This design comes from an exercise in tuning for small area on the open sky130 flow, not from production work. Where RTL was checked, it was by simulation tests only, not by an equivalence proof against the original. The flow treats the clock pin as an ideal source, which a real chip does not have.

== pine ==
Design directconnection, start of the top module:
module directconnection(
	input wire clk,
	input wire reset,
	input wire [7:0] sw,
	input wire [4:0] btn,
	output wire [7:0] Led,
	output wire [7:0] seg,
	output wire [3:0] an
	);
	wire add;    
	wire sub;
	wire mul;
	wire div;
	wire rst;
	assign Led = sw;
	ButtonDebounce add_button_debounce(.clk(clk), .reset(reset), .sig(btn[0]), .pnext(add));
	ButtonDebounce sub_button_debounce(.clk(clk), .reset(reset), .sig(btn[4]), .pnext(sub));
	ButtonDebounce mul_button_debounce(.clk(clk), .reset(reset), .sig(btn[2]), .pnext(mul));
	ButtonDebounce div_button_debounce(.clk(clk), .reset(reset), .sig(btn[3]), .pnext(div));
	ButtonDebounce rst_button_debounce(.clk(clk), .reset(reset), .sig(btn[1]), .pnext(rst));
	reg [2:0] pend;
	reg [2:0] op;
	reg [6:0] inp;               
	reg [15:0] accn;             
	reg [6:0] rem;               
	wire [15:0] acc = ~accn;
	wire mulsel = op[2] & ~op[0];
	wire [6:0] m;
	assign m[0] = mulsel ? inp[0] : (op[2] | op[1] | ~op[0]);
	assign m[6:1] = {6{mulsel}} & inp[6:1];
	wire subsel = op[1] & op[0];
	wire [15:0] a = {{9{subsel}}, {7{op[1]}} & (inp ^ {7{op[0]}})};
	wire [15:0] p;
	MulAdd u_muladd(.x(acc), .m(m), .a(a), .cin(subsel), .p(p));
	wire pass1 = pend[2] & pend[0];    
	wire pass2 = op[2] & op[0];        
	wire [7:0] q8;
	wire [6:0] rout;
	DivBlock8 u_div(.r(rem), .n(pass2 ? acc[7:0] : p[15:8]), .d(pass2 ? inp : sw[6:0]),
	                .q(q8), .ro(rout));
	wire [15:0] val = {p[15:8], pass2 ? q8 : p[7:0]};    
	LedDriver Display(.clk(clk), .reset(reset), .value(val), .bcd(sw[7]), .SSEG_CA(seg), .SSEG_AN(an));
	always @(posedge clk) begin
		accn <= ~(pass1 ? {q8, p[7:0]} : val);
		rem <= {7{pass1}} & rout;
		inp <= sw[6:0];
		pend[2] <= ~reset & ~add & ~sub & (mul | div);
		pend[1] <= ~reset & (add | sub);
		pend[0] <= ~reset & ~add & (sub | (~mul & (div | rst)));
		op <= reset ? 3'b001 : pend;
	end
endmodule
Size in the first run: roughly 1000 cells after synthesis, ~160 flip-flops, ~35 I/O pins, ~0.0094 mm² of cells after synthesis.
export LEC_CHECK = 0
export ABC_AREA = 1
export CAP_MARGIN = 20
export CORE_MARGIN = 2
export CORE_UTILIZATION = 40
export SLEW_MARGIN = 20
create_clock -name core_clock -period 40.0 [get_ports {clk}]
standard.sh (not shown) runs the stock make flow with config.mk's settings and CLKGATE_MAP_FILE= SYNTH_SCRIPT=/design/flow/synth_recipe.tcl, a recipe that flattens the netlist after the stock synthesis.
==> flow/flow/run.sh <==
#!/bin/bash
# Own layout flow: the standard ORFS flow (standard.sh) with
#  - synthesis: synth_recipe.tcl with Yosys synth run with -noabc and an
#    area-oriented ABC script for the combinational logic (flow/synth.tcl)
#  - CTS without dummy loads and with small clock buffers (clkbuf_4 leaves;
#    post_cts.tcl upsizes the leaves that would give slow clock edges)
#  - port buffers of the smallest buffer cell
# Each tool's output goes to a log file in this folder.
set -euo pipefail
W=$PWD
export OWN_WORK=$W
export OWN_ABC_SCRIPT=$W/flow/area.abc
CTS="-sink_clustering_enable -repair_clock_nets -dont_use_dummy_load -root_buf sky130_fd_sc_hd__clkbuf_8 -buf_list {sky130_fd_sc_hd__clkbuf_4}"
BUFP="-buffer_cell sky130_fd_sc_hd__buf_1"
export CTS_ARGS="$CTS"
export BUFFER_PORTS_ARGS="$BUFP"
export POST_CTS_TCL=$W/flow/post_cts.tcl
bash standard.sh SYNTH_SCRIPT=$W/flow/synth.tcl "CTS_ARGS=$CTS" "BUFFER_PORTS_ARGS=$BUFP" "POST_CTS_TCL=$W/flow/post_cts.tcl" finish > $W/orfs_make.log 2>&1
==> flow/flow/post_cts.tcl <==
# After CTS: a clock-tree leaf buffer (clkbuf_4) that drives many flip-flops
# would give them slow clock edges; upsize those to clkbuf_8.
estimate_parasitics -placement
set changed 0
foreach inst [get_cells clkbuf_*] {
  if {[get_property $inst ref_name] ne "sky130_fd_sc_hd__clkbuf_4"} { continue }
  set net [get_nets -of_objects [get_pins [get_name $inst]/X]]
  set mx 0.0
  set n 0
  foreach l [get_pins -of_objects $net -filter "direction == input"] {
    incr n
    set s [get_property $l slew_max]
    if {$s > $mx} { set mx $s }
  }
  set up [expr {$n >= 13 || $mx > 0.115}]
  puts "clock leaf [get_name $inst]: fanout $n, estimated slew [format %.3f $mx], upsize $up"
  if {$up} {
    replace_cell $inst sky130_fd_sc_hd__clkbuf_8
    incr changed
  }
}
if {$changed > 0} {
  detailed_placement
  check_placement -verbose
  estimate_parasitics -placement
}
==> flow/flow/synth.tcl <==
# The standard synthesis script (synth_recipe.tcl, read from the work
# folder) with two differences in the combinational logic only:
#  - Yosys's synth runs without its quick internal ABC pass (-noabc), so the
#    full adders extracted later keep the polarity the RTL gives them;
#  - the technology-mapping ABC call uses an area-oriented script.
# Registers, their names and cell types are those of the standard synthesis.
set f [open $::env(OWN_WORK)/synth_recipe.tcl r]
set synth_recipe [read $f]
close $f
set n0 [string length $synth_recipe]
set synth_recipe [string map {"yosys synth -nofsm -noshare " "yosys synth -nofsm -noshare -noabc "} $synth_recipe]
if {[string length $synth_recipe] == $n0} { error "synth_recipe.tcl has no synth line to change" }
proc abc {args} {
  set i [lsearch $args -script]
  if {$i >= 0} {
    set args [lreplace $args [expr {$i + 1}] [expr {$i + 1}] $::env(OWN_ABC_SCRIPT)]
  }
  yosys abc {*}$args
}
eval $synth_recipe
Other scripts of this flow, unchanged in this note and not shown: flow/flow/area.abc
#### Input delta (birch over pine)
-- flow/flow/run.sh --
<<< pine, line 6
#    post_cts.tcl upsizes the leaves that would give slow clock edges)
#  - port buffers of the smallest buffer cell
# Each tool's output goes to a log file in this folder.
set -euo pipefail
>>> birch, line 6
#    post_cts.tcl upsizes the leaves that would give slow clock edges)
#  - port buffers of the smallest buffer cell
#  - timing-driven global placement keeps none of its trial buffering
#    (GPL_KEEP_OVERFLOW=0); later repair steps fix timing as usual
# Each tool's output goes to a log file in this folder.
set -euo pipefail
<<< pine, line 16
export BUFFER_PORTS_ARGS="$BUFP"
export POST_CTS_TCL=$W/flow/post_cts.tcl
bash standard.sh SYNTH_SCRIPT=$W/flow/synth.tcl "CTS_ARGS=$CTS" "BUFFER_PORTS_ARGS=$BUFP" "POST_CTS_TCL=$W/flow/post_cts.tcl" finish > $W/orfs_make.log 2>&1
>>> birch, line 18
export BUFFER_PORTS_ARGS="$BUFP"
export POST_CTS_TCL=$W/flow/post_cts.tcl
export GPL_KEEP_OVERFLOW=0
bash standard.sh SYNTH_SCRIPT=$W/flow/synth.tcl "CTS_ARGS=$CTS" "BUFFER_PORTS_ARGS=$BUFP" "POST_CTS_TCL=$W/flow/post_cts.tcl" GPL_KEEP_OVERFLOW=0 finish > $W/orfs_make.log 2>&1
-- flow/flow/post_cts.tcl --
<<< pine, line 13
    if {$s > $mx} { set mx $s }
  }
  set up [expr {$n >= 13 || $mx > 0.115}]
  puts "clock leaf [get_name $inst]: fanout $n, estimated slew [format %.3f $mx], upsize $up"
  if {$up} {
>>> birch, line 13
    if {$s > $mx} { set mx $s }
  }
  set up [expr {$n >= 12 || $mx > 0.108}]
  puts "clock leaf [get_name $inst]: fanout $n, estimated slew [format %.3f $mx], upsize $up"
  if {$up} {
==> flow/flow/synth.tcl <==
# The standard synthesis script (synth_recipe.tcl, read from the work
# folder) with three differences in the combinational logic only:
#  - Yosys's synth runs without its quick internal ABC pass (-noabc), so the
#    full adders extracted later keep the polarity the RTL gives them;
#  - only full adders are extracted (no half-adder cells, which are often
#    left with one output unused);
#  - the technology-mapping ABC call uses an area-oriented script.
# Registers, their names and cell types are those of the standard synthesis.
set f [open $::env(OWN_WORK)/synth_recipe.tcl r]
set synth_recipe [read $f]
close $f
set n0 [string length $synth_recipe]
set synth_recipe [string map {"yosys synth -nofsm -noshare " "yosys synth -nofsm -noshare -noabc "} $synth_recipe]
if {[string length $synth_recipe] == $n0} { error "synth_recipe.tcl has no synth line to change" }
proc abc {args} {
  set i [lsearch $args -script]
  if {$i >= 0} {
    set args [lreplace $args [expr {$i + 1}] [expr {$i + 1}] $::env(OWN_ABC_SCRIPT)]
  }
  yosys abc {*}$args
}
proc extract_fa {args} { yosys extract_fa -fa {*}$args }
eval $synth_recipe
==> run notes <==
- In summary, birch completed successfully, with a layout that passed the timing, design-rule and antenna checks.
- The part of the cycle the worst path needs on birch is in line with that on pine.
- birch vs. pine: placed instance count has increased, number of tap instances has decreased, placed wire-length estimate after detailed placement has increased.
- Clock network contribution to total cell area delta (birch -> pine): insignificant
- Compared to pine, birch has number of non-filler instances in the completed layout 1.2% higher.
- Max met2 layer usage reported by global route across birch and pine: birch
- Looking at final area, birch sits below pine.
- On wire length after detailed routing: between birch and pine, it ends up lower for pine.
- In the tables for birch and pine, final critical-path setup slack reads lower with birch.

========
The RTL this note starts from:
==> flow/design.v <==
`timescale 1ns / 1ps
module ButtonDebounce
    (
        input wire clk,
        input wire reset,
        input wire sig,
        output reg pls
    );
    reg [11:0] lf;
    reg lastSig;
    reg stable;
    wire low_zero = ~|lf[10:0];
    wire full = low_zero & ~lf[11];
    wire fb = (lf[11] ^ lf[5] ^ lf[3] ^ lf[0]) & ~low_zero;
    wire clr = reset | (sig ^ lastSig);
    always @(posedge clk)
    begin
        lf <= clr ? 12'h001 : {lf[10:0], fb};
        lastSig <= ~reset & sig;
        if (reset)
            stable <= 1'b0;
        else if (~(sig ^ lastSig) & full)
            stable <= lastSig;
        pls <= ~reset & ~stable & sig & lastSig & full;
    end
endmodule
`timescale 1ns / 1ps
module hex2bcd(
    input wire sys_clk,
    input wire reset,
    input wire [15:0] HexIn,
    output reg [15:0] BCD_out
    );
    reg [3:0] digit0, digit1, digit2, digit3;
    reg [4:0] j;
    wire carry0 = digit0[3] | (digit0[2] & (digit0[1] | digit0[0]));
    wire carry1 = digit1[3] | (digit1[2] & (digit1[1] | digit1[0]));
    wire carry2 = digit2[3] | (digit2[2] & (digit2[1] | digit2[0]));
    function [2:0] mod5(input [3:0] d);
        mod5 = {(d[2] & ~d[1] & ~d[0]) | (d[3] & d[0]),
                (d[1] & (~d[2] | d[0])) | (d[3] & ~d[0]),
                (d[0] & ~d[2] & ~d[3]) | (d[2] & d[1] & ~d[0]) | (d[3] & ~d[0])};
    endfunction
    wire shift = ~j[4];
    wire store = j[4] & ~j[0];
    wire start = j[4] & j[0];
    wire bitin = HexIn[~j[3:0]];
    always @(posedge sys_clk) begin
        if (reset | start) begin
            digit0 <= 4'd0;
            digit1 <= 4'd0;
            digit2 <= 4'd0;
            digit3 <= 4'd0;
        end else if (shift) begin
            digit0 <= {mod5(digit0), bitin};
            digit1 <= {mod5(digit1), carry0};
            digit2 <= {mod5(digit2), carry1};
            digit3 <= {digit3[2:0], carry2};
        end
        if (reset)
            BCD_out <= 16'd0;
        else if (store)
            BCD_out <= (HexIn < 16'd10000) ? {digit3, digit2, digit1, digit0} : 16'h9999;
        if (reset | store)
            j <= 5'd31;
        else
            j <= j + 5'd1;
    end
endmodule
module LedDriver(input clk,
                 input reset,
                 input [15:0] value,
                 input bcd,
                 output [7:0] SSEG_CA,
                 output [3:0] SSEG_AN);
  reg [1:0] state;
  reg [16:0] timer;
  reg [3:0] dr;       
  reg [1:0] pos;      
  reg valid;
  wire [15:0] BCD_out;
  hex2bcd MyHex2BCD(.sys_clk(clk), .reset(reset), .HexIn(value), .BCD_out(BCD_out));
  wire [15:0] src = bcd ? BCD_out : value;
  reg [3:0] digit;
  always @(*) begin
    case (state)
    2'd0: digit = src[3:0];
    2'd1: digit = src[7:4];
    2'd2: digit = src[11:8];
    default: digit = src[15:12];
    endcase
  end
  wire term = (timer == 17'h13243);
  wire tclr = reset | term;
  always @(posedge clk) begin
    timer <= tclr ? 17'h00001 : {timer[15:0], timer[16] ^ timer[13]};
    if (reset)
      state <= 2'd0;
    else if (term)
      state <= state + 2'd1;
    valid <= ~reset;
    dr <= digit;
    pos <= state;
  end
  reg [6:0] pat;
  always @(*) begin
    case (dr)
    4'd0: pat = 7'b1000000;
    4'd1: pat = 7'b1111001;
    4'd2: pat = 7'b0100100;
    4'd3: pat = 7'b0110000;
    4'd4: pat = 7'b0011001;
    4'd5: pat = 7'b0010010;
    4'd6: pat = 7'b0000010;
    4'd7: pat = 7'b1111000;
    4'd8: pat = 7'b0000000;
    4'd9: pat = 7'b0010000;
    4'd10: pat = 7'b0001000;  
    4'd11: pat = 7'b0000011;  
    4'd12: pat = 7'b0100111;  
    4'd13: pat = 7'b0100001;  
    4'd14: pat = 7'b0000110;  
    default: pat = 7'b0001110;  
    endcase
  end
  assign SSEG_CA = valid ? {1'b1, pat} : 8'b0;
  assign SSEG_AN = valid ? ~(4'b0001 << pos) : 4'b0;
endmodule
`timescale 1ns / 1ps
module directconnection(
	input wire clk,
	input wire reset,
	input wire [7:0] sw,
	input wire [4:0] btn,
	output wire [7:0] Led,
	output wire [7:0] seg,
	output wire [3:0] an
	);
	wire add;
	wire sub;
	wire mul;
	wire div;
	wire rst;
	wire [6:0] inp;
	reg [15:0] cnt;
	assign inp = sw[6:0];
	assign Led = sw;
	LedDriver Display(.clk(clk), .reset(reset), .value(cnt), .bcd(sw[7]), .SSEG_CA(seg), .SSEG_AN(an));
	ButtonDebounce add_button_debounce(.clk(clk), .reset(reset), .sig(btn[0]), .pls(add));
	ButtonDebounce sub_button_debounce(.clk(clk), .reset(reset), .sig(btn[4]), .pls(sub));
	ButtonDebounce mul_button_debounce(.clk(clk), .reset(reset), .sig(btn[2]), .pls(mul));
	ButtonDebounce div_button_debounce(.clk(clk), .reset(reset), .sig(btn[3]), .pls(div));
	ButtonDebounce rst_button_debounce(.clk(clk), .reset(reset), .sig(btn[1]), .pls(rst));
	wire nr     = ~reset;
	wire addsel = nr & add;
	wire subsel = nr & ~add & sub;
	wire mulsel = nr & ~add & ~sub & mul;
	wire divsel = nr & ~add & ~sub & ~mul & div;
	wire keep   = nr & ~add & ~sub & ~mul & ~div & ~rst;
	wire [6:0] m;
	assign m[0] = mulsel ? inp[0] : (addsel | subsel | keep);
	assign m[6:1] = {6{mulsel}} & inp[6:1];
	wire [15:0] a = {{9{subsel}}, ({7{addsel}} & inp) | ({7{subsel}} & ~inp)};
	wire [15:0] p;
	MulAdd u_muladd(.x(cnt), .m(m), .a(a), .cin(subsel), .p(p));
	wire [15:0] q;
	Div16by7 u_div(.n(cnt), .d(inp), .q(q));
	always @(posedge clk)
		cnt <= divsel ? q : p;
endmodule
module MulAdd(
	input wire [15:0] x,
	input wire [6:0] m,
	input wire [15:0] a,
	input wire cin,
	output wire [15:0] p
	);
	wire [15:0] s [0:6];
	genvar j, i;
	wire [16:0] c0;
	assign c0[0] = cin;
	generate
		for (i = 0; i < 16; i = i + 1) begin : r0
			wire pp = x[i] & m[0];
			assign s[0][i] = pp ^ a[i] ^ c0[i];
			assign c0[i+1] = (pp & a[i]) | (pp & c0[i]) | (a[i] & c0[i]);
		end
		for (j = 1; j < 7; j = j + 1) begin : row
			wire [16:0] c;
			assign c[j] = 1'b0;
			assign s[j][j-1:0] = s[j-1][j-1:0];
			for (i = j; i < 16; i = i + 1) begin : col
				wire pp = x[i-j] & m[j];
				assign s[j][i] = pp ^ s[j-1][i] ^ c[i];
				assign c[i+1] = (pp & s[j-1][i]) | (pp & c[i]) | (s[j-1][i] & c[i]);
			end
		end
	endgenerate
	assign p = s[6];
endmodule
module Div16by7(
	input wire [15:0] n,
	input wire [6:0] d,
	output wire [15:0] q
	);
	wire [6:0] dn = ~d;
	wire [6:0] r [0:16];
	assign r[0] = 7'd0;
	genvar k, i;
	generate
		for (k = 1; k <= 16; k = k + 1) begin : st
			localparam W = (k < 8) ? k : 8;    
			wire [7:0] w = {r[k-1], n[16-k]};
			wire [W:0] c;                       
			wire [W-1:0] df;
			assign c[0] = 1'b1;
			for (i = 0; i < W; i = i + 1) begin : bit_
				wire di = (i < 7) ? dn[i] : 1'b1;
				assign df[i] = w[i] ^ di ^ c[i];
				assign c[i+1] = (w[i] & di) | (w[i] & c[i]) | (di & c[i]);
			end
			wire hz;   
			if (W < 7) begin : hzg
				assign hz = &dn[6:W];
			end else begin : hzn
				assign hz = 1'b1;
			end
			assign q[16-k] = hz & c[W];
			wire [7:0] rn = q[16-k] ? {{(8-W){1'b0}}, df} : {{(8-W){1'b0}}, w[W-1:0]};
			assign r[k] = rn[6:0];
		end
	endgenerate
endmodule
==> flow/config.mk <==
export PLATFORM = sky130hd
export DESIGN_NAME = directconnection
export DESIGN_NICKNAME = directconnection
export VERILOG_FILES = /design/flow/design.v
export SDC_FILE = /design/flow/constraint.sdc
export NUM_CORES = 4
export LEC_CHECK = 0
export ABC_AREA = 1
export CAP_MARGIN = 20
export CORE_MARGIN = 2
export CORE_UTILIZATION = 40
export CTS_BUF_LIST = sky130_fd_sc_hd__clkbuf_2
export GPL_TIMING_DRIVEN = 0
export SLEW_MARGIN = 20
==> flow/constraint.sdc <==
create_clock -name core_clock -period 40.0 [get_ports {clk}]
set_input_delay 8.0000 -clock core_clock [delete_from_list [all_inputs] [get_ports {clk}]]
set_output_delay 8.0000 -clock core_clock [all_outputs]
set_load 0.01 [all_outputs]
==> flow/flow/run.sh <==
#!/bin/bash
# Own layout flow: the standard ORFS flow (standard.sh) with
#  - an area-oriented ABC script for the combinational logic in synthesis
#  - CTS without dummy loads
#  - port buffers of the smallest buffer cell
# Each tool's output goes to a log file in this folder.
set -euo pipefail
W=$PWD
export OWN_WORK=$W
export OWN_ABC_SCRIPT=$W/flow/area.abc
CTS="-sink_clustering_enable -repair_clock_nets -dont_use_dummy_load"
BUFP="-buffer_cell sky130_fd_sc_hd__buf_1"
export CTS_ARGS="$CTS"
export BUFFER_PORTS_ARGS="$BUFP"
bash standard.sh SYNTH_SCRIPT=$W/flow/synth.tcl "CTS_ARGS=$CTS" "BUFFER_PORTS_ARGS=$BUFP" RECOVER_POWER=100 finish > $W/orfs_make.log 2>&1
==> flow/flow/area.abc <==
strash; dch; amap; topo; stime -c
==> flow/flow/synth.tcl <==
# The standard synthesis (synth_recipe.tcl, sourced unchanged) with one
# difference: ABC maps the combinational logic with an area-oriented script.
proc abc {args} {
  set i [lsearch $args -script]
  if {$i >= 0} {
    set args [lreplace $args [expr {$i + 1}] [expr {$i + 1}] $::env(OWN_ABC_SCRIPT)]
  }
  yosys abc {*}$args
}
source $::env(OWN_WORK)/synth_recipe.tcl
The starting point reached the layout checks and failed them: capacitance limit, slew limit.
==> next run, changes <==
==> flow/run.sh (new file) <==
#!/bin/bash
# synth_recipe.tcl (not shown) runs the flow's synth.tcl, then flattens the netlist and writes it again
# the make line also repeats each setting of config.mk as NAME=value (left out here)
make -C /OpenROAD-flow-scripts/flow DESIGN_CONFIG=/design/flow/config.mk WORK_HOME=/design/flow/orfs CLKGATE_MAP_FILE= SYNTH_SCRIPT=/design/flow/synth_recipe.tcl finish
--- a/flow/config.mk
+++ b/flow/config.mk
@@ -11,4 +11,2 @@
 export CORE_UTILIZATION = 40
-export CTS_BUF_LIST = sky130_fd_sc_hd__clkbuf_2
-export GPL_TIMING_DRIVEN = 0
 export SLEW_MARGIN = 20
removed: flow/flow/run.sh
removed: flow/flow/area.abc
removed: flow/flow/synth.tcl
removed: flow/standard.sh
Result: The new run passed the timing, design-rule and antenna checks; register-to-register slack improves by 0.33 ns; cell area rose by 5.2%; global-route usage grows by 0.68 points; die area rose by 9.9%.
==> next run, changes <==
==> flow/flow/run.sh (new file) <==
#!/bin/bash
# Own layout flow: the standard ORFS flow (standard.sh) with
#  - an area-oriented ABC script for the combinational logic in synthesis
#  - CTS without dummy loads
#  - port buffers of the smallest buffer cell
# Each tool's output goes to a log file in this folder.
set -euo pipefail
W=$PWD
export OWN_WORK=$W
export OWN_ABC_SCRIPT=$W/flow/area.abc
CTS="-sink_clustering_enable -repair_clock_nets -dont_use_dummy_load"
BUFP="-buffer_cell sky130_fd_sc_hd__buf_1"
export CTS_ARGS="$CTS"
export BUFFER_PORTS_ARGS="$BUFP"
bash standard.sh SYNTH_SCRIPT=$W/flow/synth.tcl "CTS_ARGS=$CTS" "BUFFER_PORTS_ARGS=$BUFP" finish > $W/orfs_make.log 2>&1
==> flow/flow/area.abc (new file) <==
strash; dch; amap; topo; stime -c
==> flow/flow/synth.tcl (new file) <==
# The standard synthesis (synth_recipe.tcl, sourced unchanged) with one
# difference: ABC maps the combinational logic with an area-oriented script.
proc abc {args} {
  set i [lsearch $args -script]
  if {$i >= 0} {
    set args [lreplace $args [expr {$i + 1}] [expr {$i + 1}] $::env(OWN_ABC_SCRIPT)]
  }
  yosys abc {*}$args
}
source $::env(OWN_WORK)/synth_recipe.tcl
==> flow/standard.sh (new file) <==
#!/bin/bash
# synth_recipe.tcl (not shown) runs the flow's synth.tcl, then flattens the netlist and writes it again
# the make line also repeats each setting of config.mk as NAME=value (left out here)
make -C /OpenROAD-flow-scripts/flow DESIGN_CONFIG=/design/flow/config.mk WORK_HOME=/design/flow/orfs CLKGATE_MAP_FILE= SYNTH_SCRIPT=/design/flow/synth_recipe.tcl "${@:-finish}"
removed: flow/run.sh
Sequential share of layout area came out higher by 1.6 points; non-clock buffer count is higher by 27; global-route usage grows by 0.46 points; setup slack gets worse by 0.068 ns; maximum frequency stays flat; hold slack gains 0.0031 ns.
No functional check of the RTL was part of any run of this note.

==> separate check: timing with driven ports <==
No port has a modelled driver above. Below, the same layouts with a new extraction and two added sets of constraints.
Step 1, drivers: a clkbuf_16 drives clk and a buf_2 each remaining input, both assumed.
Step 2, shift: input delay + t, output delay - t, t = (earliest + latest rising clock arrival at the registers) / 2. This alone moves slack from input paths to output paths.
Three values: ideal ports, drivers, drivers and shift; two values: the first two.
| run | shift t [ns] | setup WS [ns] | latest minus earliest clock arrival (ns) |
|---|---|---|---|
| pine | 0.459 | 1.953 / 1.953 / 1.953 | 0.041 / 0.040 |
| birch | 0.466 | 1.917 / 1.917 / 1.917 | 0.029 / 0.029 |
| the first run of note 2 | 0.461 | 1.196 / 1.216 / 0.755 | 0.033 / 0.033 |
| the second run of note 2 | 0.476 | 1.495 / 1.523 / 1.048 | 0.021 / 0.021 |
| the third run of note 2 | 0.461 | 1.427 / 1.447 / 0.986 | 0.029 / 0.028 |
The setup slack of the second run of note 2, which loses most, moves by +0.028 ns with the drivers and by -0.447 ns with both steps.
